What follows belongs to an exercise in optimizing a design on an open flow for small area; a production flow would make more cautious choices.
Function was checked by simulation only, so behaviour that the tests miss may differ from the original.
Power and IR drop assume default switching activity.

==> flow/config.mk <==
export PLATFORM = sky130hd
export DESIGN_NAME = snake_game
export DESIGN_NICKNAME = snake_game
export VERILOG_FILES = /design/flow/design.v
export SDC_FILE = /design/flow/constraint.sdc
export NUM_CORES = 4
export LEC_CHECK = 0
export CAP_MARGIN = 20
export CORE_MARGIN = 2
export CORE_UTILIZATION = 60
export SLEW_MARGIN = 20
==> flow/constraint.sdc <==
create_clock -name core_clock -period 25.0 [get_ports {clk}]
set_input_delay 5.0000 -clock core_clock [delete_from_list [all_inputs] [get_ports {clk}]]
set_output_delay 5.0000 -clock core_clock [all_outputs]
set_load 0.01 [all_outputs]
==> flow/design.v <==
module CLK_1HZ(clk, rst, q15, h, tick);
input clk;
input rst;
input q15;
output reg [6:0] h;
output tick;
assign tick = q15 && (h == 7'd69);
always @(posedge clk)
    if (!rst) h <= 7'd35;
    else if (q15) h <= (h == 7'd69) ? 7'd0 : h + 7'd1;
endmodule
module CLK_100HZ(clk, rst, q);
input clk;
input rst;
output reg [3:0] q;
always @(posedge clk)
    if (!rst) q <= 4'd0;
    else q <= q + 4'd1;
endmodule
module RNG (
    input clock,
    input rst,
    input step,
    input f0,
    output [6:0] fi
);
reg [6:0] random;
reg f1r;
wire feedback = random[6] ^ random[5];
wire [6:0] r1 = {random[0] ^ random[6], random[6:1]};
wire [6:0] r2 = {r1[0] ^ r1[6], r1[6:1]};
wire [6:0] r80 = (r2 >= 7'd80) ? r2 - 7'd80 : r2;
assign fi = f1r ? 7'd40 : r80;
always @(posedge clock) begin
    if (!rst) begin
        random <= 7'b1010101;
        f1r <= 1'b0;
    end else if (step) begin
        random <= {random[5:0], feedback};
        f1r <= f0;
    end
end
endmodule
module DISPLAY_7SEG (
    input clk,
    input rst,
    input q15,
    input inc,
    input wrap,
    output [6:0] seg,
    output [3:0] an
);
reg [3:0] g;
reg [1:0] scan;
reg [3:0] digit;
reg [3:0] dp;           
reg on;                 
reg [3:0] d0, d1, d2, d3;
reg d4;
always @(posedge clk) begin
    if (!rst) g <= 0;
    else if (q15) g <= g + 1;
end
wire slow_tick = q15 && (g == 4'd7);
always @(posedge clk) begin
    if (!rst || (inc && wrap)) begin
        d0 <= 0; d1 <= 0; d2 <= 0; d3 <= 0; d4 <= 0;
    end else if (inc) begin
        if (d0 != 9) d0 <= d0 + 1;
        else begin
            d0 <= 0;
            if (d1 != 9) d1 <= d1 + 1;
            else begin
                d1 <= 0;
                if (d2 != 9) d2 <= d2 + 1;
                else begin
                    d2 <= 0;
                    if (d3 != 9) d3 <= d3 + 1;
                    else begin
                        d3 <= 0;
                        d4 <= 1;
                    end
                end
            end
        end
    end
end
wire [3:0] dvi   = d0;
wire [3:0] e4    = {3'b0, d4};
wire [3:0] chuc  = d1 + 4'd10 * d2 + 4'd4 * d3 + 4'd8 * e4;
wire [3:0] tram  = d2 + 4'd10 * d3 + 4'd4 * e4;
wire [3:0] nghin = d3 + 4'd10 * e4;
function [6:0] seg_decode;
    input [3:0] num;
    case (num)
        4'h0: seg_decode = 7'b1000000;
        4'h1: seg_decode = 7'b1001111;
        4'h2: seg_decode = 7'b0100100;
        4'h3: seg_decode = 7'b0000110;
        4'h4: seg_decode = 7'b0001011;
        4'h5: seg_decode = 7'b0010010;
        4'h6: seg_decode = 7'b0010000;
        4'h7: seg_decode = 7'b1000111;
        4'h8: seg_decode = 7'b0000000;
        4'h9: seg_decode = 7'b0000010;
        default: seg_decode = 7'b1111111;
    endcase
endfunction
assign seg = seg_decode(dp);
assign an = !on ? 4'b0000 :
            (scan == 2'b01) ? 4'b1110 :
            (scan == 2'b10) ? 4'b1101 :
            (scan == 2'b11) ? 4'b1011 : 4'b0111;
always @(posedge clk) begin
    if (!rst) begin
        scan <= 0;
        on <= 0;
        digit <= 0;
        dp <= 4'd8;
    end else if (slow_tick) begin
        scan <= scan + 1;
        on <= 1;
        case (scan)
            2'b00: digit <= chuc;
            2'b01: digit <= dvi;
            2'b10: digit <= tram;
            2'b11: digit <= nghin;
        endcase
        dp <= digit;
    end
end
endmodule
module sound(
    input clk,
    input rst,
    output beep
);
    reg beep_r;
    reg [4:0] st;
    reg [15:0] count;
    reg [13:0] count1;
    wire [13:0] count1_nx = {count1[12:0], count1[13] ^ count1[12] ^ count1[11] ^ count1[1]};
    reg [6:0] count_end;
    parameter   C4 = 7'd96,
                D4 = 7'd85,
                E4 = 7'd76,
                F4 = 7'd72,
                G4 = 7'd64,
                A4 = 7'd57,
                A4s = 7'd54,
                C5 = 7'd48;
    parameter   TIME = 10000;
    assign beep = beep_r;
    always @(*) begin
        case (st)
            5'd0, 5'd1: count_end = C4;
            5'd2, 5'd3: count_end = D4;
            5'd4, 5'd5: count_end = C4;
            5'd6, 5'd7: count_end = F4;
            5'd8, 5'd9: count_end = E4;
            5'd10, 5'd11: count_end = C4;
            5'd12, 5'd13: count_end = D4;
            5'd14, 5'd15: count_end = C4;
            5'd16, 5'd17: count_end = G4;
            5'd18, 5'd19: count_end = F4;
            5'd20, 5'd21: count_end = C4;
            5'd22, 5'd23: count_end = C5;
            5'd24: count_end = A4;
            default: count_end = 7'd0;
        endcase
    end
    always @(posedge clk) begin
        if (!rst) begin
            count <= 16'h0;
            beep_r <= 1'b0;
        end else begin
            count <= count + 1'b1;
            if (count == {9'd0, count_end}) begin
                count <= 16'h0;
                beep_r <= !beep_r;
            end
        end
    end
    always @(posedge clk) begin
        if (!rst) begin
            count1 <= 14'd1;
            st <= 5'd25;
        end else if (count1 != 14'd1470) begin
            count1 <= count1_nx;
        end else begin
            count1 <= 14'd1;
            st <= (st == 5'd24) ? 5'd0 : (st == 5'd25) ? 5'd1 : st + 5'd1;
        end
    end
endmodule
module snake_game(clk, rs, rw, en, dat, rst, up, dwn, lef, rig, led, seg, buz);
    input up, dwn, lef, rig, rst, clk;
    output [7:0] dat;
    output rs, rw, en;
    output [3:0] led;
    output [6:0] seg;
    output buz;
    localparam [6:0] CELL_Z  = 7'b0011111;   
    localparam [6:0] CELL_19 = 7'b0010011;   
    reg [7:0] dat;
    reg rs;
    reg [4:0] next;
    reg [14:0] n;
    reg dl;                 
    reg [14:0] score;
    reg [1:0] dir;
    reg [1:0] ld;           
    reg [6:0] pos;          
    reg clk_food;
    reg game_over;
    reg z;                  
    reg [6:0] cr;           
    reg [1:0] R [0:79];
    reg [6:0] p;
    reg [6:0] S;            
    reg [6:0] A;            
    reg [1:0] dA, dB, dC;   
    reg sa;
    reg [1:0] d0r;
    reg [6:0] cj;           
    reg fnd;
    reg [6:0] ci;           
    reg cif;
    integer k;
    wire [3:0] q;
    wire [6:0] h;
    wire tick;
    wire q15 = (q == 4'd15);
    wire lcd_step = (q == 4'd7);
    wire [6:0] fi;
    wire f0 = z && (score == 15'd0);
    wire food_step;
    CLK_100HZ U3 (clk, rst, q);
    CLK_1HZ U1 (clk, rst, q15, h, tick);
    DISPLAY_7SEG U2 (clk, rst, q15, food_step, score[13:0] == 14'h3fff, seg, led);
    sound U4 (clk, rst, buz);
    RNG U5 (clk, rst, food_step, f0, fi);
    function [6:0] mv;
        input [6:0] c;
        input [1:0] d;
        begin
            mv = c;
            case (d)
                2'd0: mv[4:0] = (c[4:0] == 5'd19) ? 5'd0 : c[4:0] + 5'd1;
                2'd1: mv[4:0] = (c[4:0] == 5'd0) ? 5'd19 : c[4:0] - 5'd1;
                2'd2: begin mv[5] = ~c[5]; mv[6] = c[6] ^ ~c[5]; end
                2'd3: begin mv[5] = ~c[5]; mv[6] = c[6] ^ c[5]; end
            endcase
        end
    endfunction
    function [7:0] conv;
        input [6:0] c;
        reg [5:0] lo;
        begin
            lo = {1'b0, c[4:0]} + (c[6] ? 6'd20 : 6'd0);
            conv = {1'b1, c[5], lo};
        end
    endfunction
    function [6:0] idx;
        input [6:0] c;
        begin
            idx = (c[6] ? 7'd40 : 7'd0) + (c[5] ? 7'd20 : 7'd0) + {2'b0, c[4:0]};
        end
    endfunction
    wire [1:0] frow = (fi >= 7'd60) ? 2'd3 : (fi >= 7'd40) ? 2'd2 : (fi >= 7'd20) ? 2'd1 : 2'd0;
    wire [6:0] fcol = fi - {frow, 4'b0} - {frow, 2'b0};
    wire [6:0] food = {frow, fcol[4:0]};
    wire [6:0] x = mv(pos, ld);    
    wire eq = f0 || (!z && food == pos);
    wire shi = |score[14:7];
    wire live = !game_over && (shi || score[6:2] != 5'd0);
    wire forb = live && (fi != 7'd0) && (fi <= 7'd78) && (shi || fi < score[6:0]);
    wire food_toggle = eq | forb;
    assign food_step = food_toggle && !clk_food;
    wire hit = live && cif && (shi || ci < score[6:0]);
    always @(posedge clk) begin
        if (!rst)
            score <= 15'd0;
        else if (food_step)
            score <= score + 15'd1;
    end
    always @(posedge clk) begin
        if (!rst) begin
            dir <= 0;
            clk_food <= 0;
            game_over <= 0;
        end else begin
            if (rig == 0 && dir != 1) dir <= 0;
            else if (lef == 0 && dir != 0) dir <= 1;
            else if (up == 0 && dir != 3) dir <= 2;
            else if (dwn == 0 && dir != 2) dir <= 3;
            if (food_toggle)
                clk_food <= ~clk_food;
            if (hit)
                game_over <= 1;
        end
    end
    wire [1:0] tv = (p == 7'd0) ? d0r : R[79];
    always @(posedge clk) begin
        R[0] <= tv;
        for (k = 1; k < 80; k = k + 1)
            R[k] <= R[k-1];
    end
    always @(posedge clk) begin
        if (!rst) p <= 7'd0;
        else if (tick) p <= (p == 7'd78) ? 7'd0 : (p == 7'd79) ? 7'd1 : p + 7'd2;
        else p <= (p == 7'd79) ? 7'd0 : p + 7'd1;
    end
    wire [6:0] sb = (p == 7'd0) ? pos : S;
    wire [6:0] sn = mv(sb, tv ^ 2'd1);
    always @(posedge clk) S <= (tick && p == 7'd79) ? pos : sn;
    wire sreal = (p <= cr) && !z;
    always @(posedge clk) begin
        if (!rst) begin
            pos <= CELL_19;
            ld <= 2'd0;
            z <= 1'b1;
            cr <= 7'd0;
            fnd <= 1'b0;
            sa <= 1'b0;
            cif <= 1'b0;
        end else if (tick) begin
            pos <= x;
            ld <= dir;
            d0r <= ld;
            z <= 1'b0;
            if (!z && cr != 7'd80) cr <= cr + 7'd1;
            ci <= cj;
            cif <= fnd;
            fnd <= 1'b0;
            sa <= 1'b0;
        end else begin
            if (p == 7'd0) sa <= 1'b1;
            if (sa && !fnd && sreal && p != 7'd0 && p <= 7'd78 && S == x) begin
                fnd <= 1'b1;
                cj <= p;
            end
        end
    end
    wire st7 = (next == 5'd7);
    wire [15:0] cs = {1'b0, n} + {1'b0, ~score} + {15'd0, !(st7 && dl)};
    wire lt = !cs[15];
    wire lcd_read = lcd_step && (next == 5'd6) && lt;
    wire [6:0] base = n[6:0] + (st7 ? 7'd1 : 7'd0) + (lcd_read ? 7'd1 : 7'd0) + (tick ? 7'h7f : 7'd0);
    wire [6:0] pd = p - base;
    wire n0 = (n == 15'd0) && !st7;
    wire [6:0] am = mv(A, lcd_read ? (dB ^ 2'd1) : dA);
    always @(posedge clk) begin
        if (pd == 7'd0) A <= sn;
        else if (tick) A <= n0 ? pos : am;
        else if (lcd_read) A <= am;
        if (pd == 7'd0) dA <= tv;
        else if (lcd_read) dA <= dB;
        if (pd == 7'd1) dB <= tv;
        else if (lcd_read) dB <= dC;
        else if (tick) dB <= dA;
        if (pd == 7'd2) dC <= tv;
        else if (tick) dC <= dB;
    end
    wire [6:0] cv = (next == 5'd4) ? food : (next == 5'd5) ? pos : A;
    wire [7:0] body = (n[14:7] != 8'd0 || n[6:0] >= 7'd80) ? 8'hff :
                      (n[6:0] < cr) ? conv(cv) :
                      (n[6:0] == cr && !z) ? 8'h00 : 8'hff;
    always @(posedge clk) begin
    if (!rst) begin
        rs <= 0;
        dat <= 0;
        next <= 0;
        n <= 0;
        dl <= 0;
    end else if (lcd_step) begin
        case (next)
            5'd0:  begin rs <= 0; dat <= 8'h38; next <= 5'd1; end
            5'd1:  begin rs <= 0; dat <= 8'h0C; next <= 5'd2; end
            5'd2:  begin rs <= 0; dat <= 8'h6; next <= 5'd3; end
            5'd3:  begin rs <= 0; dat <= 8'h1; next <= 5'd4; end
            5'd4:  begin rs <= 0; dat <= conv(cv); next <= 5'd8; end
            5'd8:  begin rs <= 1; dat <= 8'h6F; next <= 5'd5; end
            5'd5:  begin rs <= 0; dat <= z ? 8'h00 : conv(cv); next <= 5'd9; end
            5'd9:  begin rs <= 1; dat <= 8'h4F;
                        if (score != 0) next <= 5'd10;
                        else next <= 5'd0;
                   end
            5'd6:  begin
                        if (lt) begin
                            rs <= 0;
                            dat <= body;
                            next <= 5'd7;
                        end else begin
                            n <= 0;
                            dl <= 0;
                            next <= 5'd13;
                        end
                   end
            5'd7:  begin
                        n <= n + 1;
                        if (lt) begin
                            rs <= 1;
                            dat <= 8'b11011011;
                            next <= 5'd10;
                        end else begin
                            dl <= 1;
                            next <= 5'd13;
                        end
                   end
            5'd10: begin rs <= 1; dat <= 8'h20; next <= 5'd6; end
            5'd13: begin
                        if (game_over) next <= 5'd12;
                        else next <= 5'd0;
                   end
            5'd12: begin rs <= 0; dat <= 8'h1; next <= 5'd14;  end
            5'd14: begin rs <= 0; dat <= 8'h85; next <= 5'd15; end
            5'd15: begin rs <= 1; dat <= "G"; next <= 5'd16;  end
            5'd16: begin rs <= 1; dat <= "a"; next <= 5'd17;  end
            5'd17: begin rs <= 1; dat <= "m"; next <= 5'd18;  end
            5'd18: begin rs <= 1; dat <= "e"; next <= 5'd19; end
            5'd19: begin rs <= 1; dat <= " "; next <= 5'd20; end
            5'd20: begin rs <= 1; dat <= "O"; next <= 5'd21; end
            5'd21: begin rs <= 1; dat <= "v"; next <= 5'd22; end
            5'd22: begin rs <= 1; dat <= "e"; next <= 5'd23; end
            5'd23: begin rs <= 1; dat <= "r"; next <= 5'd24; end
            5'd24: begin rs <= 0; end
            default: begin end
        endcase
    end
    end
    assign en = q[3];
    assign rw = 0;
endmodule
==> flow/flow/run.sh <==
#!/bin/bash
# Own flow: the standard synthesis, then the combinational logic between
# the registers re-mapped by ABC for area (flow/remap.tcl; every register keeps
# its instance, cell type and nets), proved equivalent to the standard netlist
# (flow/equiv.tcl), then the standard layout from there, with the smallest
# buffer on the ports and a clock tree without dummy loads.
set -euo pipefail
R="$PWD/orfs/results/$FLOW_PLATFORM/snake_game/base"
YOSYS="$FLOW_HOME/../tools/install/yosys/bin/yosys"
[[ -x "$YOSYS" ]] || YOSYS=yosys
export REMAP_LIB="$FLOW_HOME/platforms/$FLOW_PLATFORM/lib/sky130_fd_sc_hd__tt_025C_1v80.lib"

bash standard.sh synth > synth.log 2>&1
cp "$R/1_2_yosys.v" standard_1_2_yosys.v

# ABC scripts, most aggressive first; the first whose result is proved
# equivalent is used, else the standard netlist stays
SCRIPTS=(
  "strash;dc2;dc2;dch,-f;amap;strash;dc2;dch,-f;amap;mfs3,-a"
  "strash;dc2;dc2;dch,-f;amap;strash;dc2;dch,-f;amap"
  "strash;ifraig;dc2;strash;dch,-f;map,-a"
)
i=0
for s in "${SCRIPTS[@]}"; do
  i=$((i+1))
  if REMAP_SCRIPT="$s" REMAP_NETLIST="$PWD/standard_1_2_yosys.v" REMAP_OUT="$PWD/remap_$i.v" \
       "$YOSYS" -c flow/remap.tcl > remap_$i.log 2>&1 &&
     EQUIV_GOLD="$PWD/standard_1_2_yosys.v" EQUIV_GATE="$PWD/remap_$i.v" \
       timeout 1200 "$YOSYS" -c flow/equiv.tcl > equiv_$i.log 2>&1; then
    cp "remap_$i.v" "$R/1_2_yosys.v"
    echo "using remap script $i: $s" > remap_choice.txt
    break
  fi
done

export BUFFER_PORTS_ARGS="-buffer_cell sky130_fd_sc_hd__buf_1"
# clock tree: clusters of up to 20 registers on clkbuf_8, no dummy loads
export CTS_ARGS="-sink_clustering_enable -repair_clock_nets -sink_clustering_size 20 -sink_clustering_max_diameter 60 -buf_list sky130_fd_sc_hd__clkbuf_8 -root_buf sky130_fd_sc_hd__clkbuf_4 -tree_buf sky130_fd_sc_hd__clkbuf_4 -dont_use_dummy_load"
bash standard.sh > layout.log 2>&1
==> flow/flow/equiv.tcl <==
# Prove that the re-mapped netlist does what the standard synthesis netlist
# does: both have the same registers (same names), so the logic between them
# is checked cone by cone.
yosys -import
set lib $::env(REMAP_LIB)
read_liberty -ignore_miss_func $lib
read_verilog $::env(EQUIV_GOLD)
hierarchy -top $::env(FLOW_TOP)
flatten
yosys rename $::env(FLOW_TOP) gold
design -stash gold
read_liberty -ignore_miss_func $lib
read_verilog $::env(EQUIV_GATE)
hierarchy -top $::env(FLOW_TOP)
flatten
yosys rename $::env(FLOW_TOP) gate
design -stash gate
design -copy-from gold -as gold gold
design -copy-from gate -as gate gate
equiv_make gold gate equiv
hierarchy -top equiv
equiv_simple -seq 2
equiv_status -assert
==> flow/flow/remap.tcl <==
# Re-map the combinational logic of the standard synthesis netlist for area.
# Every sequential cell and tie cell is kept as it is (same instance, cell
# type and nets); only the logic between them is re-optimised by ABC.
yosys -import
set lib $::env(REMAP_LIB)
set net $::env(REMAP_NETLIST)
set top $::env(FLOW_TOP)
read_liberty -ignore_miss_func $lib
read_verilog $net
hierarchy -top $top
tee -q -o remap_before.txt stat -liberty $lib
setattr -mod -set keep_hierarchy 1 sky130_fd_sc_hd__*df* sky130_fd_sc_hd__*dl* sky130_fd_sc_hd__conb_1
flatten
yosys rename -hide w:_*_.*
opt_clean -purge
select -module $top
set dont_use {sky130_fd_sc_hd__probe_p_8 sky130_fd_sc_hd__probec_p_8 sky130_fd_sc_hd__lpflow_bleeder_1 sky130_fd_sc_hd__lpflow_clkbufkapwr_1 sky130_fd_sc_hd__lpflow_clkbufkapwr_16 sky130_fd_sc_hd__lpflow_clkbufkapwr_2 sky130_fd_sc_hd__lpflow_clkbufkapwr_4 sky130_fd_sc_hd__lpflow_clkbufkapwr_8 sky130_fd_sc_hd__lpflow_clkinvkapwr_1 sky130_fd_sc_hd__lpflow_clkinvkapwr_16 sky130_fd_sc_hd__lpflow_clkinvkapwr_2 sky130_fd_sc_hd__lpflow_clkinvkapwr_4 sky130_fd_sc_hd__lpflow_clkinvkapwr_8 sky130_fd_sc_hd__lpflow_decapkapwr_12 sky130_fd_sc_hd__lpflow_decapkapwr_3 sky130_fd_sc_hd__lpflow_decapkapwr_4 sky130_fd_sc_hd__lpflow_decapkapwr_6 sky130_fd_sc_hd__lpflow_decapkapwr_8 sky130_fd_sc_hd__lpflow_inputiso0n_1 sky130_fd_sc_hd__lpflow_inputiso0p_1 sky130_fd_sc_hd__lpflow_inputiso1n_1 sky130_fd_sc_hd__lpflow_inputiso1p_1 sky130_fd_sc_hd__lpflow_inputisolatch_1 sky130_fd_sc_hd__lpflow_isobufsrc_1 sky130_fd_sc_hd__lpflow_isobufsrc_16 sky130_fd_sc_hd__lpflow_isobufsrc_2 sky130_fd_sc_hd__lpflow_isobufsrc_4 sky130_fd_sc_hd__lpflow_isobufsrc_8 sky130_fd_sc_hd__lpflow_isobufsrckapwr_16 sky130_fd_sc_hd__lpflow_lsbuf_lh_hl_isowell_tap_1 sky130_fd_sc_hd__lpflow_lsbuf_lh_hl_isowell_tap_2 sky130_fd_sc_hd__lpflow_lsbuf_lh_hl_isowell_tap_4 sky130_fd_sc_hd__lpflow_lsbuf_lh_isowell_4 sky130_fd_sc_hd__lpflow_lsbuf_lh_isowell_tap_1 sky130_fd_sc_hd__lpflow_lsbuf_lh_isowell_tap_2 sky130_fd_sc_hd__lpflow_lsbuf_lh_isowell_tap_4 sky130_fd_sc_hd__fill_1 sky130_fd_sc_hd__fill_2 sky130_fd_sc_hd__fill_4 sky130_fd_sc_hd__fill_8 }
set du {}
foreach c $dont_use { lappend du -dont_use $c }
abc -liberty $lib {*}$du -script "+$::env(REMAP_SCRIPT)"
opt_clean -purge
select -clear
hilomap -singleton -hicell sky130_fd_sc_hd__conb_1 HI -locell sky130_fd_sc_hd__conb_1 LO
insbuf -buf sky130_fd_sc_hd__buf_1 A X
opt_clean -purge

tee -q -o remap_after.txt stat -liberty $lib
select $top
write_verilog -noattr -nohex -nodec -selected $::env(REMAP_OUT)
==> flow/standard.sh <==
#!/bin/bash
# synth_recipe.tcl (not shown) runs the flow's synth.tcl, then flattens the netlist and writes it again
# the make line also repeats each setting of config.mk as NAME=value (left out here)
make -C /OpenROAD-flow-scripts/flow DESIGN_CONFIG=/design/flow/config.mk WORK_HOME=/design/flow/orfs CLKGATE_MAP_FILE= SYNTH_SCRIPT=/design/flow/synth_recipe.tcl "${@:-finish}"
==> impl_metrics.toml, run 1 <==
[placement]
dp_hpwl_mm = 22.30
place_inst = 1897
io_buffers = 27
place_congestion = 0.9486
placed_area_sq_mm = 0.01434

[layout]
drive_gt1_share_pct = 2.442
stdcell_area_sq_mm = 0.01469
fin_nets = 1646
stdcell_count = 1924
area_growth_pct = 6.436
layout_common_cells = "343 x dfxtp_1, 292 x nor2_1, 168 x clkinv_1"
mostFrequentLayoutCell = "dfxtp_1"

[hold_path]
hold_path.class = "reg2reg"

[detailed_routing]
routed_via_density = 5.886
drc = 0
wl_per_cell_um = 16.19
wl_met2_mm = 13.91
met1Wirelength_mm = 14.47
met3_length_mm = 1.844
wirelength_mm = 31.16
drt-initial-drc-count = 986
detail-route-antenna-nets = 0
num_vias = 11324
top_layer = "met4"
firstDrtPassIters = 5

[cts]
postCtsHoldBufs = 0
postCtsSetupBuffers = 0
cts_buffer_depth = 3
cts.clk_slew.worst_paths_ns = 0.11
ctsResizeCount = 0
worstSkewPairLatency_ns = 0.76
cts-root-buf = "clkbuf_4"
h-tree-depth = 1
cts_made_buffers = 26
cts_tree = "built"
cts_sinks = 372

[setup_path]
path_class = "reg2reg"
slowest_stage = "nor3_1"
cp-end-kind = "register"
critical_path_required_ns = 25.42
start_kind = "register"
crit_arrival_ns = 8.23
slowest_delay_ns = 0.55
reg2reg_slack_ns = 17.19
critPathMaxFanout = 11

[sta]
fmax_mhz = 128.1
fin_hold_ws_ns = 0.3197
finalCriticalPeriod_ns = 7.809
rsz0062_at_grt = "no"
clock_skew_ns = 0.07225
post-route-period-util_pct = 31.24
slew_headroom_pct = 37.12
tns_ns = 0
maxSlewViolCount = 0
finalSetupViolations = 0
final-hold-violation-count = 0
tightestPinTransition_ns = 0.9431

[floorplan]
ios = 29
die_y_um = 155.7
dieWidth_um = 155.7
start_util_pct = 60.96
std_cell_rows = 55
dieArea_sq_mm = 0.02423
core_area_sq_mm = 0.02264

[yosys]
synthCells = 1574
yosysWarnings = 7
netlist_area_sq_mm = 0.01380
synth.avg_cell_area_sq_um = 8.769
synth_nets = 1580

[grt]
grt_max_degree = 48
overflow = 0
grtUsageTotal_pct = 25.60
grt_pass1_wl_mm = 51.24
antenna_found_initial = 1
grt_pass1_vias = 10538

[power_and_ir_drop]
p_leak_nw = 5.231
finalPower_mw = 1.135
power.density_mw_per_mm2 = 77.28
ir_worst_vdd_uv = 81.78

[run]
max_cap_viol_count = 0

[outcome]
status = "no timing/DRC/antenna violations"
flip-flops by register name, summed over array words and instances (netlist names), 8 cells and up:
register,flops
dat,8
score,15
n,15
U4.count1,14
U4.count,16
R,160
through the flow:
stage,setup WS [ns],utilization [%]
after floorplan,16.87,-
after global placement,16.66,63.35
after detailed placement,16.58,63.35
after CTS,17.33,64.85
after global routing,16.36,64.89
final,17.19,64.89
report_power, final:
part / switching (mW) / internal (mW) / total [mW] / leakage (nW)
Clock: 0.171 / 0.0868 / 0.258 / 0.179
Combinational: 0.130 / 0.0684 / 0.199 / 1.98
Sequential: 0.0284 / 0.650 / 0.678 / 3.07
Total: 0.330 / 0.805 / 1.14 / 5.23
metal layers:
layer | global-route usage [%] | vias to the layer above
met4 | 8.432 | 0
li1 | - | 5713
met5 | 0 | -
met1 | 35.67 | 5175
met2 | 41.72 | 362
met3 | 3.139 | 74
worst max-delay path: cells and delay by family (launching register included):
family,cells,cell delay [ns]
compound gates,17,2.86
simple gates,11,2.58
buf+inv,5,1.53
flops,1,0.54
path summary, 6_finish.rpt:
| path | cells past startpoint | startpoint | end |
|---|---|---|---|
| worst max-delay path | 33 | next[0] | A[2] |
| worst min-delay path | 0 | R[28][1] | R[29][1] |
| worst max register to register | 33 | next[0] | A[2] |
| worst min register to register | 0 | R[28][1] | R[29][1] |
area by class of cell:
cell class              count  area [sq um]
fillers                  1926          7950
flip-flops and latches    372          7737
multi-input cells        1033          5435
inverters                 169         634.4
well taps                 285         356.6
clock buffers              26         339.1
repair buffers             38         185.2
diodes                      1         2.502
==> run 2: changes to the inputs <==
--- a/flow/config.mk
+++ b/flow/config.mk
@@ -10,2 +10,3 @@
 export CORE_UTILIZATION = 60
+export PLACE_DENSITY = 0.85
 export SLEW_MARGIN = 20
==> run 2 against run 1 <==
Compared with the run above:
- sequential share of layout area increased by 0.081 points
- first-iteration DRC count decreased by 8.3%
- cell area decreased by 0.15%
- flip-flop and latch count unchanged
- via count increased by 1.2%
- still clean on timing, DRC and antenna
- maximum frequency increased by 0.17%
- critical path depth unchanged
- die area unchanged
- critical endpoint is now A[4]
- non-clock buffer count decreased by 3
- area after synthesis unchanged
- count of clock-buffer cells in the layout unchanged
==> impl_metrics.toml, run 2 <==
[sta]
finalCriticalPeriod_ns = 7.796
finalSetupViolations = 0
slew_headroom_pct = 23.17
tightestPinTransition_ns = 1.144
tns_ns = 0
final-hold-violation-count = 0
maxSlewViolCount = 0
fmax_mhz = 128.3
clock_skew_ns = 0.06272
post-route-period-util_pct = 31.18
rsz0062_at_grt = "no"
fin_hold_ws_ns = 0.3073

[grt]
antenna_found_initial = 1
grt_pass1_wl_mm = 50.77
grt_pass1_vias = 10714
grtUsageTotal_pct = 25.16
grt_max_degree = 58
overflow = 0

[layout]
largestRegisters = "R x160, U4.count x16"
area_growth_pct = 6.273
n_fill_cell = 1829
largest_reg_flops = 160
layout_common_cells = "343 x dfxtp_1, 292 x nor2_1, 169 x clkinv_1"
drive_gt1_share_pct = 2.202
top_register = "R"
fin_nets = 1643
mostFrequentLayoutCell = "dfxtp_1"

[placement]
place_congestion = 0.9847
dp_hpwl_mm = 22.10
io_buffers = 27

[detailed_routing]
num_vias = 11458
drc = 0
wirelength_mm = 30.77
wl_per_cell_um = 16.02
drt-initial-drc-count = 904
detail-route-antenna-nets = 0
firstDrtPassIters = 8
routed_via_density = 5.965

[floorplan]
core_area_sq_mm = 0.02264
std_cell_rows = 55
die_y_um = 155.7
dieArea_sq_mm = 0.02423
ios = 29
dieWidth_um = 155.7
start_util_pct = 60.96

[yosys]
synth.avg_cell_area_sq_um = 8.769
synthCells = 1574
synth_nets = 1580
yosysWarnings = 7
netlist_area_sq_mm = 0.01380

[setup_path]
critical_path_required_ns = 25.37
slowest_stage = "dfxtp_1"
rr_startpoint = "next[1]"
slowest_delay_ns = 0.57
path_class = "reg2reg"
start_kind = "register"
crit_arrival_ns = 8.16
cp-end-kind = "register"
critPathMaxFanout = 11
critPathLaunch = "next[1]"

[outcome]
status = "no timing/DRC/antenna violations"

[power_and_ir_drop]
swShare_pct = 28.95
power.density_mw_per_mm2 = 77.26
ir_worst_vdd_uv = 55.01
p_seq_share_pct = 59.8
p_int_uw = 805.1
clkPwrFrac_pct = 22.8
p_leak_nw = 5.213
p_sw_uw = 328.1
p_comb_share_pct = 17.4

[cts]
cts.clk_slew.worst_paths_ns = 0.12
h-tree-depth = 1
cts_tree = "built"
cts_made_buffers = 26
postCtsSetupBuffers = 0
cts-root-buf = "clkbuf_4"
worstSkewPairLatency_ns = 0.73
cts_sinks = 372
postCtsHoldBufs = 0
cts_buffer_depth = 3
ctsResizeCount = 0

[hold_path]
min_from = "R[5][1]"
hold_path.class = "reg2reg"

[run]
max_cap_viol_count = 0
-- run 2: per-stage QoR --
step / power [mW] / cells / worst slack (ns) / utilization [%] / instance area (sq um)
after floorplan: 0.8273 / 1574 / 16.87 / - / 13800
after global placement: 0.8765 / 1893 / 16.91 / 63.22 / 14310
after detailed placement: 0.8847 / 1893 / 16.71 / 63.24 / 14320
after CTS: 1.138 / 1919 / 17.29 / 64.74 / 14660
after global routing: 1.190 / 1921 / 16.39 / 64.79 / 14670
final: 1.133 / 1921 / 17.20 / 64.79 / 14670
-- run 2: worst paths after layout --
kind | end | slack [ns] | cells after the start
worst max-delay path | A[4] | 17.20 | 33
worst min-delay path | R[6][1] | 0.31 | 0
worst min register to register | R[6][1] | 0.31 | 0
worst max register to register | A[4] | 17.20 | 33
-- run 2: worst max-delay path, delay by kind of cell, from the launching register on --
family,cells,cell delay (ns)
and+or+nand+nor,11,2.56
DFF,1,0.57
AOI/OAI and AO/OA,17,2.82
buffers and inverters,5,1.49
-- run 2: area by class of cell --
cell class                      instances  area, sq um  area share [%]
Clock buffer                           26        339.1           2.312
Multi-Input combinational cell       1033         5435           37.06
Antenna cell                            1        2.502         0.01706
Timing Repair Buffer                   35        162.7           1.109
Tap cell                              285        356.6           2.431
Inverter                              169        634.4           4.325
Sequential cell                       372         7737           52.75
-- run 2: power by group through the flow --
stage                     sequential, mW  clock (mW)  combinational (mW)
after floorplan                    0.681           0               0.146
after global placement             0.689           0               0.188
after detailed placement           0.691           0               0.194
after CTS                          0.678       0.266               0.195
after global routing               0.683       0.286               0.222
final                              0.677       0.258               0.197
-- run 2: layer usage --
metal  vias up  wire length [um]  global-route usage (%)  part of all wire, %
met5         -                 0                       0                    0
met4         0              1104                   9.349                  3.6
met3        95              2154                   3.917                  7.0
met2       439             13920                   41.40                   45
met1      5228             13590                   33.75                   44
li1       5696                 -                       -                    -
==> run 3: changes to the inputs <==
--- a/flow/design.v
+++ b/flow/design.v
@@ -88,6 +88,14 @@
 wire [3:0] dvi   = d0;
-wire [3:0] e4    = {3'b0, d4};
-wire [3:0] chuc  = d1 + 4'd10 * d2 + 4'd4 * d3 + 4'd8 * e4;
-wire [3:0] tram  = d2 + 4'd10 * d3 + 4'd4 * e4;
-wire [3:0] nghin = d3 + 4'd10 * e4;
+reg [3:0] oa, ob;
+reg [1:0] oc;
+reg oe;
+always @(*) begin
+    case (scan)
+        2'b00: begin oa = d1; ob = d2; oc = d3[1:0]; oe = d4; end
+        2'b01: begin oa = d0; ob = 4'd0; oc = 2'd0; oe = 1'b0; end
+        2'b10: begin oa = d2; ob = d3; oc = {1'b0, d4}; oe = 1'b0; end
+        default: begin oa = d3; ob = {3'b0, d4}; oc = 2'd0; oe = 1'b0; end
+    endcase
+end
+wire [3:0] dval = oa + {ob[2:0], 1'b0} + {ob[0], 3'b0} + {oc, 2'b0} + {oe, 3'b0};
 function [6:0] seg_decode;
@@ -122,8 +130,3 @@
         on <= 1;
-        case (scan)
-            2'b00: digit <= chuc;
-            2'b01: digit <= dvi;
-            2'b10: digit <= tram;
-            2'b11: digit <= nghin;
-        endcase
+        digit <= dval;
         dp <= digit;
@@ -348,4 +351,4 @@
     wire lcd_read = lcd_step && (next == 5'd6) && lt;
-    wire [6:0] base = n[6:0] + (st7 ? 7'd1 : 7'd0) + (lcd_read ? 7'd1 : 7'd0) + (tick ? 7'h7f : 7'd0);
-    wire [6:0] pd = p - base;
+    wire [6:0] pn = p - n[6:0];
+    wire [6:0] pd = pn - {6'd0, st7} - {6'd0, lcd_read} + {6'd0, tick};
     wire n0 = (n == 15'd0) && !st7;
--- a/flow/flow/run.sh
+++ b/flow/flow/run.sh
@@ -15,6 +15,7 @@
 
-# ABC scripts, most aggressive first; the first whose result is proved
-# equivalent is used, else the standard netlist stays
+# ABC scripts; every result proved equivalent to the standard netlist is a
+# candidate and the smallest is used (if none is, the standard netlist stays)
 SCRIPTS=(
   "strash;dc2;dc2;dch,-f;amap;strash;dc2;dch,-f;amap;mfs3,-a"
+  "strash;dc2;dc2;dch,-f;amap;strash;dc2;dch,-f;amap;mfs3,-a,-e"
   "strash;dc2;dc2;dch,-f;amap;strash;dc2;dch,-f;amap"
@@ -22,2 +23,4 @@
 )
+best=""
+best_area=""
 i=0
@@ -26,10 +29,21 @@
   if REMAP_SCRIPT="$s" REMAP_NETLIST="$PWD/standard_1_2_yosys.v" REMAP_OUT="$PWD/remap_$i.v" \
-       "$YOSYS" -c flow/remap.tcl > remap_$i.log 2>&1 &&
+       REMAP_STAT="$PWD/remap_$i.stat" "$YOSYS" -c flow/remap.tcl > remap_$i.log 2>&1 &&
      EQUIV_GOLD="$PWD/standard_1_2_yosys.v" EQUIV_GATE="$PWD/remap_$i.v" \
        timeout 1200 "$YOSYS" -c flow/equiv.tcl > equiv_$i.log 2>&1; then
-    cp "remap_$i.v" "$R/1_2_yosys.v"
-    echo "using remap script $i: $s" > remap_choice.txt
-    break
+    area=$(awk '/Chip area for top module/ {print $NF}' "remap_$i.stat")
+    echo "script $i: area $area: $s" >> remap_choice.txt
+    if [[ -n "$area" ]] && { [[ -z "$best_area" ]] || awk -v a="$area" -v b="$best_area" 'BEGIN {exit !(a < b)}'; }; then
+      best=$i
+      best_area=$area
+    fi
+  else
+    echo "script $i: failed or not proved: $s" >> remap_choice.txt
   fi
 done
+if [[ -n "$best" ]]; then
+  cp "remap_$best.v" "$R/1_2_yosys.v"
+  echo "using script $best" >> remap_choice.txt
+else
+  echo "using the standard netlist" >> remap_choice.txt
+fi
 
--- a/flow/flow/remap.tcl
+++ b/flow/flow/remap.tcl
@@ -26,3 +26,3 @@
 
-tee -q -o remap_after.txt stat -liberty $lib
+tee -q -o $::env(REMAP_STAT) stat -liberty $lib
 select $top
==> run 3 against run 2 <==
Compared with the run above:
- still clean
- area after synthesis decreased by 1.1%
- count of clock-buffer cells in the layout rose by 2
- flip-flop and latch count is the same
- non-clock buffer count fell by 1
- synthesized cell count is 3.7% lower
- via count decreased by 1.5%
- sequential share of layout area up 0.47 points
- critical path depth rose by 3
- cell count fell by 3.0%
- cell area down 0.89%
- critical endpoint is now A[2]
- largest cell class unchanged
==> impl_metrics.toml, run 3 <==
[outcome]
status = "no timing/DRC/antenna violations"

[layout]
drive_gt1_share_pct = 2.346
area_growth_pct = 6.460
fin_nets = 1585
largestRegisters = "R x160, U4.count x16"
top_register = "R"
stdcell_count = 1863
mostFrequentLayoutCell = "dfxtp_1"
largest_reg_flops = 160
layout_common_cells = "343 x dfxtp_1, 257 x nor2_1, 175 x clkinv_1"

[yosys]
synth.avg_cell_area_sq_um = 9.014
yosysWarnings = 7
netlist_area_sq_mm = 0.01366
synth_nets = 1521
synthCells = 1515

[power_and_ir_drop]
power.density_mw_per_mm2 = 77.00
p_sw_uw = 320.7
p_leak_nw = 5.037
clkPwrFrac_pct = 23.7
p_int_uw = 798.8
p_seq_share_pct = 59.8
ir_worst_vdd_uv = 61.10
p_comb_share_pct = 16.5
swShare_pct = 28.65
finalPower_mw = 1.119

[hold_path]
hold_path.class = "reg2reg"

[setup_path]
cp-end-kind = "register"
start_kind = "register"
critPathMaxFanout = 12
slowest_delay_ns = 0.58
crit_arrival_ns = 8.13
path_class = "reg2reg"
critical_path_required_ns = 25.60
slowest_stage = "dfxtp_1"

[detailed_routing]
drc = 0
wirelength_mm = 30.23
firstDrtPassIters = 8
detail-route-antenna-nets = 0
wl_per_cell_um = 16.22
routed_via_density = 6.055
drt-initial-drc-count = 1098
num_vias = 11281

[run]
max_cap_viol_count = 0

[sta]
finalSetupViolations = 0
post-route-period-util_pct = 30.13
slew_headroom_pct = 31.01
maxSlewViolCount = 0
clock_skew_ns = 0.1273
final-hold-violation-count = 0
tns_ns = 0
fmax_mhz = 132.7
tightestPinTransition_ns = 1.035
finalCriticalPeriod_ns = 7.533
rsz0062_at_grt = "no"
fin_hold_ws_ns = 0.2898

[cts]
cts_tree = "built"
postCtsHoldBufs = 0
h-tree-depth = 1
cts_made_buffers = 28
cts-root-buf = "clkbuf_4"
ctsResizeCount = 0
cts_sinks = 372
worstSkewPairLatency_ns = 0.77
cts_buffer_depth = 3
cts.clk_slew.worst_paths_ns = 0.11
postCtsSetupBuffers = 0

[floorplan]
core_area_sq_mm = 0.02250
dieArea_sq_mm = 0.02398
die_y_um = 154.9
start_util_pct = 60.68
std_cell_rows = 55
dieWidth_um = 154.9
ios = 29

[grt]
grtUsageTotal_pct = 24.98
grt_pass1_vias = 10462
antenna_found_initial = 1
grt_pass1_wl_mm = 50.04
overflow = 0
grt_max_degree = 54

[placement]
place_congestion = 0.9268
place_inst = 1833
io_buffers = 27
dp_hpwl_mm = 21.39
run 3: worst max-delay path: cells and delay by family, from the launching register on:
kind	cells	cell delay, ns
buffers and inverters	3	0.97
AND/OR/NAND/NOR	13	2.87
flip-flops	1	0.58
AO/OA/AOI/OAI	20	3.02
run 3: cell type report:
cell class                      instances  area, sq um
Multi-Input combinational cell        968         5265
Fill cell                            1840         7965
Timing Repair Buffer                   34        152.6
Sequential cell                       372         7737
Antenna cell                            1        2.502
Tap cell                              285        356.6
Clock buffer                           28        366.6
Inverter                              175        656.9
run 3: final timing paths:
kind	from	end	slack, ns	cells past startpoint
setup / recovery	next[0]	A[2]	17.47	36
hold / removal	R[45][0]	R[46][0]	0.29	0
setup reg to reg	next[0]	A[2]	17.47	36
hold reg to reg	R[45][0]	R[46][0]	0.29	0
run 3: power groups by stage:
stage	combinational [mW]	sequential (mW)	clock [mW]
after CTS	0.180	0.669	0.272
final	0.185	0.669	0.265
after floorplan	0.139	0.673	0
after detailed placement	0.179	0.682	0
after global routing	0.204	0.674	0.295
after global placement	0.173	0.680	0
run 3: per-stage QoR:
stage / util [%] / setup WS [ns] / cell area [sq um]
4_1_cts: 64.57 / 17.74 / 14530
2_1_floorplan: - / 17.16 / 13660
3_5_place_dp: 62.94 / 17.09 / 14160
6_report: 64.60 / 17.47 / 14540
3_3_place_gp: 62.92 / 17.24 / 14160
5_1_grt: 64.60 / 16.90 / 14540
run 3: metal layers:
| layer | wire (um) | track usage, % | up-vias |
|---|---|---|---|
| met1 | 13170 | 33.64 | 5199 |
| met2 | 14090 | 42.05 | 471 |
| met3 | 2118 | 3.343 | 76 |
| met5 | 0 | 0 | - |
| met4 | 850 | 7.937 | 0 |
| li1 | - | - | 5535 |
==> run 4: changes to the inputs <==
--- a/flow/design.v
+++ b/flow/design.v
@@ -102,15 +102,12 @@
     input [3:0] num;
-    case (num)
-        4'h0: seg_decode = 7'b1000000;
-        4'h1: seg_decode = 7'b1001111;
-        4'h2: seg_decode = 7'b0100100;
-        4'h3: seg_decode = 7'b0000110;
-        4'h4: seg_decode = 7'b0001011;
-        4'h5: seg_decode = 7'b0010010;
-        4'h6: seg_decode = 7'b0010000;
-        4'h7: seg_decode = 7'b1000111;
-        4'h8: seg_decode = 7'b0000000;
-        4'h9: seg_decode = 7'b0000010;
-        default: seg_decode = 7'b1111111;
-    endcase
+    seg_decode = (num == 4'h0) ? 7'b1000000 :
+                 (num == 4'h1) ? 7'b1001111 :
+                 (num == 4'h2) ? 7'b0100100 :
+                 (num == 4'h3) ? 7'b0000110 :
+                 (num == 4'h4) ? 7'b0001011 :
+                 (num == 4'h5) ? 7'b0010010 :
+                 (num == 4'h6) ? 7'b0010000 :
+                 (num == 4'h7) ? 7'b1000111 :
+                 (num == 4'h8) ? 7'b0000000 :
+                 (num == 4'h9) ? 7'b0000010 : 7'b1111111;
 endfunction
@@ -157,18 +154,17 @@
     always @(*) begin
-        case (st)
-            5'd0, 5'd1: count_end = C4;
-            5'd2, 5'd3: count_end = D4;
-            5'd4, 5'd5: count_end = C4;
-            5'd6, 5'd7: count_end = F4;
-            5'd8, 5'd9: count_end = E4;
-            5'd10, 5'd11: count_end = C4;
-            5'd12, 5'd13: count_end = D4;
-            5'd14, 5'd15: count_end = C4;
-            5'd16, 5'd17: count_end = G4;
-            5'd18, 5'd19: count_end = F4;
-            5'd20, 5'd21: count_end = C4;
-            5'd22, 5'd23: count_end = C5;
-            5'd24: count_end = A4;
-            default: count_end = 7'd0;
-        endcase
+        count_end =
+            (st[4:1] == 4'd0) ? C4 :    
+            (st[4:1] == 4'd1) ? D4 :    
+            (st[4:1] == 4'd2) ? C4 :    
+            (st[4:1] == 4'd3) ? F4 :    
+            (st[4:1] == 4'd4) ? E4 :    
+            (st[4:1] == 4'd5) ? C4 :    
+            (st[4:1] == 4'd6) ? D4 :    
+            (st[4:1] == 4'd7) ? C4 :    
+            (st[4:1] == 4'd8) ? G4 :    
+            (st[4:1] == 4'd9) ? F4 :    
+            (st[4:1] == 4'd10) ? C4 :    
+            (st[4:1] == 4'd11) ? C5 :    
+            (st == 5'd24) ? A4 :
+            7'd0;               
     end
==> run 4 against run 3 <==
Compared with the run above:
- first-iteration DRC count increased by 14%
- total power is 1.9% lower
- via count grew 1.7%
- critical endpoint is now A[1]
- combinational power up 5%
- sequential power fell by 3%
- area after synthesis shrank 1.3%
- maximum frequency is 17% lower
- largest power group unchanged
- utilization rose by 0.52 points
- critical path depth shrank 1
- cell area fell by 1.6%
- non-clock buffer count shrank 3
- register-to-register slack got worse by 1.5 ns
==> impl_metrics.toml, run 4 <==
[setup_path]
start_kind = "register"
slowest_delay_ns = 0.68
critical_path_required_ns = 25.39
slowest_stage = "a21oi_1"
path_class = "reg2reg"
crit_arrival_ns = 9.42
cp-end-kind = "register"
path_common_cell = "nor2_1"
critPathLaunch = "next[1]"
critPathMaxFanout = 12
rr_startpoint = "next[1]"

[power_and_ir_drop]
finalPower_mw = 1.098
power.density_mw_per_mm2 = 76.81
ir_worst_vdd_uv = 58.26
p_leak_nw = 4.918

[sta]
maxSlewViolCount = 0
finalCriticalPeriod_ns = 9.035
clock_skew_ns = 0.1155
post-route-period-util_pct = 36.14
setup_ws_ns = 15.96
tightestPinTransition_ns = 1.026
rsz0062_at_grt = "no"
finalSetupViolations = 0
final-hold-violation-count = 0
fmax_mhz = 110.7
slew_headroom_pct = 31.33
tns_ns = 0

[floorplan]
start_util_pct = 61.37
std_cell_rows = 54
ios = 29
core_area_sq_mm = 0.02196
dieArea_sq_mm = 0.02367
dieWidth_um = 153.9
die_y_um = 153.9

[run]
max_cap_viol_count = 0

[grt]
grt_pass1_wl_mm = 51.49
overflow = 0
use_met3_pct = 3.636
use_met1_pct = 35.30
antenna_found_initial = 1
grtUsageTotal_pct = 25.88
grt_pass1_vias = 10685
gr-usage-met2_pct = 42.64
top_usage_layer = "met2"
grt_max_degree = 59

[cts]
cts-root-buf = "clkbuf_4"
cts_made_buffers = 26
cts_buffer_depth = 3
postCtsSetupBuffers = 0
h-tree-depth = 1
cts_tree = "built"
postCtsHoldBufs = 0
cts_sinks = 359
worstSkewPairLatency_ns = 0.76
cts.clk_slew.worst_paths_ns = 0.11
ctsResizeCount = 0

[outcome]
status = "no timing/DRC/antenna violations"

[yosys]
synthCells = 1541
synth.avg_cell_area_sq_um = 8.745
yosysWarnings = 7
netlist_area_sq_mm = 0.01348
synth_nets = 1547

[layout]
final_core_util_pct = 65.12
layout_common_cells = "330 x dfxtp_1, 288 x nor2_1, 193 x clkinv_1"
largest_reg_flops = 160
fin_nets = 1606
n_fill_cell = 1712
mostFrequentLayoutCell = "dfxtp_1"
final-seq-area_sq_mm = 0.007477
stdcell_count = 1879
multi_input_area_sq_mm = 0.005270
drive_gt1_share_pct = 2.003
largestRegisters = "R x160, U4.count x16"
top_register = "R"
area_growth_pct = 6.119

[placement]
dp_hpwl_mm = 22.16
place_ws_ns = 16.14
place_inst = 1852
place_congestion = 0.9564
io_buffers = 27

[detailed_routing]
num_vias = 11478
routed_via_density = 6.109
firstDrtPassIters = 6
drt-initial-drc-count = 1257
drc = 0
wirelength_mm = 30.99
detail-route-antenna-nets = 0
wl_per_cell_um = 16.49

[hold_path]
hold_path.class = "reg2reg"
min_from = "R[35][0]"
-- run 4: area by class of cell --
| type | instances | share of cell area, % |
|---|---|---|
| diodes | 1 | 0.01750 |
| clock buffers | 26 | 2.371 |
| inverters | 194 | 5.092 |
| multi-input cells | 988 | 36.85 |
| flip-flops and latches | 359 | 52.29 |
| well taps | 280 | 2.450 |
| repair buffers | 31 | 0.9275 |
-- run 4: critical path, delay by kind of cell (launching register included) --
family	cells	cell delay [ns]
AND/OR/NAND/NOR	12	3.04
flip-flops	1	0.43
buffers and inverters	4	1.43
AO/OA/AOI/OAI	19	3.89
-- run 4: per-layer routing --
metal  share of wire, %  up-vias
met3                7.8       80
met1                 44     5259
met5                  0        -
li1                   -     5647
met4                3.4        0
met2                 45      492
-- run 4: power breakdown --
| part | internal (mW) | leakage [nW] | total, mW | switching (mW) |
|---|---|---|---|---|
| Clock | 0.0867 | 0.179 | 0.253 | 0.166 |
| Combinational | 0.0648 | 1.77 | 0.194 | 0.130 |
| Sequential | 0.625 | 2.97 | 0.651 | 0.0265 |
| Total | 0.776 | 4.92 | 1.10 | 0.322 |
-- run 4: worst paths after layout --
path | to | slack, ns | cells past startpoint
min reg2reg | R[36][0] | 0.27 | 0
max | A[1] | 15.96 | 35
min | R[36][0] | 0.27 | 0
max reg2reg | A[1] | 15.96 | 35
-- run 4: per-stage QoR --
step | area, sq um | hold slack (ns)
2_1_floorplan | 13480 | 0.3096
3_3_place_gp | 13960 | 0.3110
3_5_place_dp | 13960 | 0.3121
4_1_cts | 14300 | 0.2836
5_1_grt | 14300 | 0.2764
6_report | 14300 | 0.2704
==> run 5: changes to the inputs <==
--- a/flow/flow/run.sh
+++ b/flow/flow/run.sh
@@ -51,3 +51,3 @@
 # clock tree: clusters of up to 20 registers on clkbuf_8, no dummy loads
-export CTS_ARGS="-sink_clustering_enable -repair_clock_nets -sink_clustering_size 20 -sink_clustering_max_diameter 60 -buf_list sky130_fd_sc_hd__clkbuf_8 -root_buf sky130_fd_sc_hd__clkbuf_4 -tree_buf sky130_fd_sc_hd__clkbuf_4 -dont_use_dummy_load"
+export CTS_ARGS="-sink_clustering_enable -repair_clock_nets -sink_clustering_size 20 -sink_clustering_max_diameter 55 -buf_list sky130_fd_sc_hd__clkbuf_8 -root_buf sky130_fd_sc_hd__clkbuf_4 -tree_buf sky130_fd_sc_hd__clkbuf_4 -dont_use_dummy_load"
 bash standard.sh > layout.log 2>&1
==> run 5 against run 4 <==
Compared with the run above:
- still clean on timing, DRC and antenna
- utilization increased by 0.13 points
- count of clock-buffer cells in the layout increased by 2
- combinational power about the same
- total power increased by 0.79%
- first-iteration DRC count decreased by 1.6%
- non-clock buffer count unchanged
- critical path depth increased by 2
- sequential share of layout area decreased by 0.10 points
- flip-flop and latch count unchanged
- worst setup slack got worse by 0.089 ns
- die area unchanged
- sequential power about the same
- largest cell class unchanged
- largest power group unchanged
==> impl_metrics.toml, run 5 <==
[grt]
overflow = 0
grt_pass1_vias = 10709
antenna_found_initial = 1
grtUsageTotal_pct = 25.78
grt_pass1_wl_mm = 51.36
grt_max_degree = 59

[outcome]
status = "no timing/DRC/antenna violations"

[detailed_routing]
drt-initial-drc-count = 1237
detail-route-antenna-nets = 0
wirelength_mm = 30.85
num_vias = 11431
wl_per_cell_um = 16.40
routed_via_density = 6.077
drc = 0
firstDrtPassIters = 8

[placement]
place_ws_ns = 16.14
dp_hpwl_mm = 22.16
place_congestion = 0.9564
io_buffers = 27

[setup_path]
slowest_stage = "a21oi_1"
cp-end-kind = "register"
critPathLaunch = "next[1]"
crit_arrival_ns = 9.44
path_common_cell = "nor2_1"
path_class = "reg2reg"
rr_startpoint = "next[1]"
crit_family = "compound AO/OA/AOI/OAI gates"
crit_buf_inv = 4
critPathMaxFanout = 12
slowest_delay_ns = 0.65
critical_path_required_ns = 25.32
start_kind = "register"

[sta]
slew_headroom_pct = 32.23
fmax_mhz = 109.6
clock_skew_ns = 0.1538
tns_ns = 0
post-route-period-util_pct = 36.50
final-hold-violation-count = 0
maxSlewViolCount = 0
setup_ws_ns = 15.88
finalSetupViolations = 0
rsz0062_at_grt = "no"
finalCriticalPeriod_ns = 9.124
fin_hold_ws_ns = 0.2893
tightestPinTransition_ns = 1.013

[yosys]
synth_nets = 1547
synth.avg_cell_area_sq_um = 8.745
synthCells = 1541
netlist_area_sq_mm = 0.01348
yosysWarnings = 7

[hold_path]
hold_path.class = "reg2reg"
min_from = "R[0][0]"

[floorplan]
ios = 29
die_y_um = 153.9
dieWidth_um = 153.9
core_area_sq_mm = 0.02196
start_util_pct = 61.37
dieArea_sq_mm = 0.02367
std_cell_rows = 54

[layout]
top_register = "R"
largest_reg_flops = 160
final_core_util_pct = 65.25
multi_input_area_sq_mm = 0.005270
largestRegisters = "R x160, U4.count x16"
mostFrequentLayoutCell = "dfxtp_1"
area_growth_pct = 6.323
final-seq-area_sq_mm = 0.007477
drive_gt1_share_pct = 2.125
layout_common_cells = "330 x dfxtp_1, 288 x nor2_1, 193 x clkinv_1"
fin_nets = 1608
n_fill_cell = 1707

[power_and_ir_drop]
p_leak_nw = 4.932
ir_worst_vdd_uv = 67.38
power.density_mw_per_mm2 = 77.26

[cts]
h-tree-depth = 1
worstSkewPairLatency_ns = 0.78
ctsResizeCount = 0
cts.clk_slew.worst_paths_ns = 0.10
postCtsHoldBufs = 0
cts_sinks = 359
cts_buffer_depth = 3
cts-root-buf = "clkbuf_4"
postCtsSetupBuffers = 0
cts_made_buffers = 28
cts_tree = "built"

[run]
max_cap_viol_count = 0
run 5: stage by stage:
stage	power, mW	std cells	instance area (sq um)
2_1_floorplan	0.7996	1541	13480
3_3_place_gp	0.8467	1852	13960
3_5_place_dp	0.8542	1852	13960
4_1_cts	1.109	1880	14330
5_1_grt	1.160	1881	14330
6_report	1.107	1881	14330
run 5: cell type report:
| class | count | area share [%] |
|---|---|---|
| Antenna cell | 1 | 0.01747 |
| Sequential cell | 359 | 52.19 |
| Multi-Input combinational cell | 988 | 36.78 |
| Timing Repair Buffer | 31 | 0.9257 |
| Inverter | 194 | 5.083 |
| Tap cell | 280 | 2.445 |
| Clock buffer | 28 | 2.559 |
run 5: power breakdown:
| part | internal (mW) | switching (mW) | leakage, nW |
|---|---|---|---|
| clock | 0.0933 | 0.168 | 0.194 |
| sequential | 0.625 | 0.0265 | 2.97 |
| combinational | 0.0648 | 0.129 | 1.77 |
| total | 0.783 | 0.324 | 4.93 |
run 5: metal layers:
layer	part of all wire [%]	up-vias	track usage, %
met5	0	-	0
met4	2.9	0	8.901
met3	7.4	72	3.720
met2	45	471	42.28
met1	44	5238	35.24
li1	-	5650	-
run 5: worst reg2reg max path, delay by kind of cell (launching register included):
kind	cells	cell delay, ns
simple gates	15	3.36
flops	1	0.42
buf+inv	4	1.43
compound gates	18	3.57
run 5: worst paths after layout:
check | slack [ns] | endpoint | cells past startpoint
setup / recovery | 15.88 | A[1] | 37
hold / removal | 0.29 | R[1][0] | 0
setup reg to reg | 15.88 | A[1] | 37
hold reg to reg | 0.29 | R[1][0] | 0

[static timing again, ports no longer ideal]
In the flow no input, the clock included, has a driving cell. The finished layouts below were timed again as built, in two steps. Step 1: set_driving_cell puts a clkbuf_16 on clk and a buf_2 on each other input, an assumption about the parent block. Step 2 adds t to the input delays and takes it off the output delays; t is the mean of the earliest and latest rising clock arrival at the registers after step 1. Input paths then give back, and output paths get back, about the clock's delay inside the block. a / b / c = ideal / step 1 / step 2; a / b = the first two.
run	t (ns)	setup slack, ns	clock arrival spread, ns
run 1	0.763	17.191 / 17.191 / 16.816	0.073 / 0.072
run 2	0.739	17.204 / 17.204 / 16.698	0.066 / 0.066
run 3	0.749	17.467 / 17.467 / 17.266	0.128 / 0.128
run 4	0.755	15.965 / 15.965 / 15.965	0.116 / 0.116
run 5	0.753	15.876 / 15.876 / 15.876	0.156 / 0.156
After both steps every run listed still meets setup and hold. For run 2, which loses most, drivers alone change the setup slack by 0.000 ns; drivers and shift together by -0.506 ns.
